Context: an optimization exercise on an open-source flow, tuned for small area. The choices shown serve that exercise and are no tape-out recipe. At most, simulation tests tie the RTL to the original design; equivalence was not proved. The clock port is modelled as an ideal driver; clocking choices that lean on that would not hold on a real chip. Power and IR drop assume default switching activity.

lane 1:
==> module GPS, before the edit <==
module GPS
(
input clk,
input rst,             
input  rx,             
output err,            
output [7:0] Din,      
output RS, RW,
output EN
);
localparam [3:0] F0 = 4'd0,  F1 = 4'd1,  F2 = 4'd3,  F3 = 4'd7,  F4 = 4'd15,
                 F5 = 4'd14, F6 = 4'd13, F7 = 4'd10, F8 = 4'd5,  F9 = 4'd11,
                 F10 = 4'd6, F11 = 4'd12, F12 = 4'd8;
function [3:0] succ;
	input [3:0] x;
	succ = {x[2:0], (~x[0] & x[1]) ^ ~x[3]};
endfunction
reg [3:0]  rb;
reg        half;
reg [11:0] h;      
reg [7:0]  rd;     
reg [3:0]  ph;     
reg [4:0]  s;      
wire idle  = (rb == F10);
wire pend  = (rb == F11);
wire hterm = (h == 12'd3233);           
wire hload = idle | hterm;
always @(posedge clk) begin
	if (hload) h <= 12'd0;
	else       h <= {~h[10:0], h[11] ^ h[0]};
end
wire is_dollar = (rd == 8'h24);
wire [3:0] sf = s[3:0];
wire sdol    = (sf == F3) | (sf == F4) | (sf == F5) | (sf == F6);
wire writing = s[4] & (sdol | ~is_dollar);
wire wr_now  = pend & writing & (ph == sf);
always @(posedge clk) begin
	if (rst) begin
		rb <= F10; half <= 1'b0;
	end else if (idle) begin
		rb <= rx ? F10 : F0; half <= 1'b0;
	end else if (pend) begin
		if (!writing || ph == sf) begin rb <= F9; half <= 1'b1; end
	end else if (hterm) begin
		if (!half) begin
			if (rb == F0 && rx)   begin rb <= F10; half <= 1'b1; end
			else if (rb == F9)    begin rb <= rx ? F11 : F10; half <= ~rx; end
			else                  half <= 1'b1;
		end else begin
			rb <= (rb == F9) ? F10 : succ(rb); half <= 1'b0;
		end
	end
end
always @(posedge clk)
	if (hterm && !half && rb != F9)
		rd <= {rx, rd[7:1]};
assign err = idle & half;
localparam [4:0] W0 = {1'b0, F8},  W1 = {1'b0, F9},  W2 = {1'b0, F10},
                 W3 = {1'b0, F11},    W4 = {1'b0, F12},
                 W5 = {1'b0, F7},    W6 = {1'b0, F0},    W7 = {1'b0, F2},
                 W8 = {1'b0, F3},    W9 = {1'b0, F6};
wire is_comma  = (rd == 8'h2C);
wire is_G      = (rd == 8'h47);
wire is_P      = (rd == 8'h50);
wire is_A      = (rd == 8'h41);
wire tk    = s[4];
wire wcom  = (sf == F7) | (sf == F0) | (sf == F2) | (sf == F3) | (sf == F6);
wire m_G   = (sf == F8) | (sf == F10) | (sf == F11);
wire match = ~tk & ((m_G & is_G) | ((sf == F9) & is_P) | ((sf == F12) & is_A) |
                    (~m_G & (sf != F9) & (sf != F12) & is_comma));
wire [3:0] ssucc = succ(sf);
wire [3:0] ncode = (~tk & wcom) ? sf :
                   (~tk & (sf == F12)) ? F7 :
                   (tk & (sf == F6)) ? F8 : ssucc;
wire ntk = ~tk ? wcom : ~((sf == F12) | (sf == F1) | (sf == F2) | (sf == F5) | (sf == F6));
wire adv  = pend & (writing ? (ph == sf) : match);
wire dres = rst | (pend & ~writing & is_dollar);
always @(posedge clk)
	if (dres)     s <= W0;
	else if (adv) s <= {ntk, ncode};
reg [103:0] ring;
reg clr;           
always @(posedge clk) begin
	if (rst) ph <= F0;
	else     ph <= succ(ph);
	clr <= rst | (clr & (ph != F12));
end
wire [7:0] rin = wr_now ? rd : (clr ? 8'h00 : ring[7:0]);
always @(posedge clk) ring <= {rin, ring[103:8]};
localparam [5:0] RSTP = {2'b01, F0};
reg [16:0] c;
reg [5:0]  pos;
wire cterm = (c == 17'd112661);         
always @(posedge clk) begin
	if (rst)        c <= 17'd112661;
	else if (cterm) c <= 17'd0;
	else            c <= {~c[15:0], c[16] ^ c[2]};
end
wire [3:0] pf = pos[3:0];
wire [3:0] pn = succ(pf);
wire cafter = (pf == F12) | (pf == F1) | (pf == F2) | (pf == F5) |
              (pf == F6) | (pf == F8) | (pf == F10);
wire [2:0] unit = pos[2:0];
wire ulast = (unit == 3'd4);
always @(posedge clk) begin
	if (rst) pos <= RSTP;
	else if (cterm) begin
		if (pos == RSTP)                      pos <= 6'd32;
		else if (pos[5] & ulast & (pos[4:3] == 2'b10)) pos <= {2'b01, F12};
		else if (pos[5])                      pos <= {1'b1, ulast ? {pos[3], ~pos[4]} : pos[4:3],
		                                              unit[1:0], ~(unit[2] ^ (unit[0] & ~unit[1]))};
		else if (pos[4] | ~cafter)            pos <= {2'b00, pn};
		else                                  pos <= {2'b01, pf};
	end
end
reg [7:0] N, DR;
wire wt  = pend & writing;
wire [7:0] N_in = (ph == pn) ? rin : N;
always @(posedge clk) begin
	N <= N_in;
	if (cterm)                                      DR <= (wt & (sf == pn)) ? rd : N_in;
	else if (wt & (sf == pf) & (pos[5:4] == 2'b00)) DR <= rd;
end
reg [7:0] cval;
always @* begin
	if (pos[5])
		case (pos[4:3])
		2'b00: cval = 8'h38;
		2'b01: cval = 8'h01;
		2'b11: cval = 8'h06;
		default: cval = 8'h0C;
		endcase
	else
		case (pf)
		F12: cval = 8'h80;
		F1:  cval = 8'hDF;
		F2:  cval = 8'h20;
		F5:  cval = 8'hDF;
		F6:  cval = 8'hC0;
		F8:  cval = 8'h3A;
		F10: cval = 8'h3A;
		default: cval = 8'h00;
		endcase
end
assign Din = (pos[5] | pos[4]) ? cval : DR;
assign EN  = ~(cterm & (~pos[5] | ulast));
assign RS  = ~pos[5] & (pos != RSTP) &
             ~(pos[4] & ((pf == F12) | (pf == F6)) & ~cterm);
assign RW  = 1'b0;
endmodule
clock: 48.0 ns
lec_check: 0
cap_margin: 20
core_margin: 2
core_utilization: 40
slew_margin: 20
standard.sh (not shown) runs the stock make flow with config.mk's settings and CLKGATE_MAP_FILE= SYNTH_SCRIPT=/design/flow/synth_recipe.tcl, a recipe that flattens the netlist after the stock synthesis.
==> flow/flow/run.sh <==
#!/bin/bash
# The standard ORFS layout with these changes:
#  - synthesis: the standard script, but abc uses flow/area.abc (area
#    oriented) for the combinational logic; registers are unchanged;
#  - port buffers: buf_1.
# Full tool output: flow.log here, and ORFS's per-step logs under orfs/logs.
set -euo pipefail
HERE=$(pwd)
export AREA_ABC_SCRIPT="$HERE/flow/area.abc"
export CTS_ARGS="-sink_clustering_enable -repair_clock_nets -dont_use_dummy_load -buf_list sky130_fd_sc_hd__clkbuf_4"
export BUFFER_PORTS_ARGS="-buffer_cell sky130_fd_sc_hd__buf_1"
export POST_CTS_TCL="$HERE/flow/post_cts.tcl"
export PC_SLEW_PS=122
bash standard.sh SYNTH_SCRIPT="$HERE/flow/synth.tcl" finish > flow.log 2>&1
Other scripts of this flow, unchanged in this note and not shown: flow/flow/area.abc, flow/flow/post_cts.tcl, flow/flow/synth.tcl
For lane 2, these inputs were changed with respect to lane 1:
--- a/flow/design.v
+++ b/flow/design.v
@@ -9,10 +9,20 @@
 output EN
 );
-localparam [3:0] F0 = 4'd0,  F1 = 4'd1,  F2 = 4'd3,  F3 = 4'd7,  F4 = 4'd15,
-                 F5 = 4'd14, F6 = 4'd13, F7 = 4'd10, F8 = 4'd5,  F9 = 4'd11,
-                 F10 = 4'd6, F11 = 4'd12, F12 = 4'd8;
+localparam [3:0] F0 = 4'd0,
+                 F1 = 4'd1,
+                 F2 = 4'd3,
+                 F3 = 4'd7,
+                 F4 = 4'd15,
+                 F5 = 4'd14,
+                 F6 = 4'd12,
+                 F7 = 4'd9,
+                 F8 = 4'd2,
+                 F9 = 4'd5,
+                 F10 = 4'd10,
+                 F11 = 4'd4,
+                 F12 = 4'd8;
 function [3:0] succ;
 	input [3:0] x;
-	succ = {x[2:0], (~x[0] & x[1]) ^ ~x[3]};
+	succ = {x[2:0], ~(x[1] | ~x[2]) ^ ~x[3]};
 endfunction
 reg [3:0]  rb;
## What came out
- Every stage of the flow completed for lane 2, and the final layout passed the timing, DRC and antenna checks.
- Of lane 1 and lane 2, the lower wire length belongs to lane 1.
- Lane 1 → lane 2: share of the final layout cell area in multi-input gates has decreased; power has decreased; top achievable clock speed has increased; utilization has remained practically unchanged.
- Of the two candidates, lane 1 has the worse area after synthesis and lane 2 the better one.
For lane 2, only the layout was checked, not whether the RTL still works.

==> static timing again, ports no longer ideal <==
In the flow no input, the clock included, has a driving cell. The finished layouts below were timed again as built, in two steps.
Step 1, drivers: a clkbuf_16 drives clk and a buf_2 each remaining input, both assumed.
Step 2 adds t to the input delays and takes it off the output delays; t is the mean of the earliest and latest rising clock arrival at the registers after step 1. Input paths then give back, and output paths get back, about the clock's delay inside the block.
Slacks: ideal / step 1 / step 2; pairs: ideal / step 1.
run | shift t [ns] | setup WS [ns] | hold WS [ns] | latest minus earliest clock arrival (ns) | worst register clock-pin slew, ns
lane 1 | 0.556 | 35.605 / 35.572 / 36.128 | 0.303 / 0.303 / 0.303 | 0.042 / 0.042 | 0.11 / 0.11
lane 2 | 0.565 | 35.847 / 35.815 / 36.379 | 0.304 / 0.304 / 0.304 | 0.041 / 0.041 | 0.12 / 0.12
After both steps setup and hold are still met in every run listed.
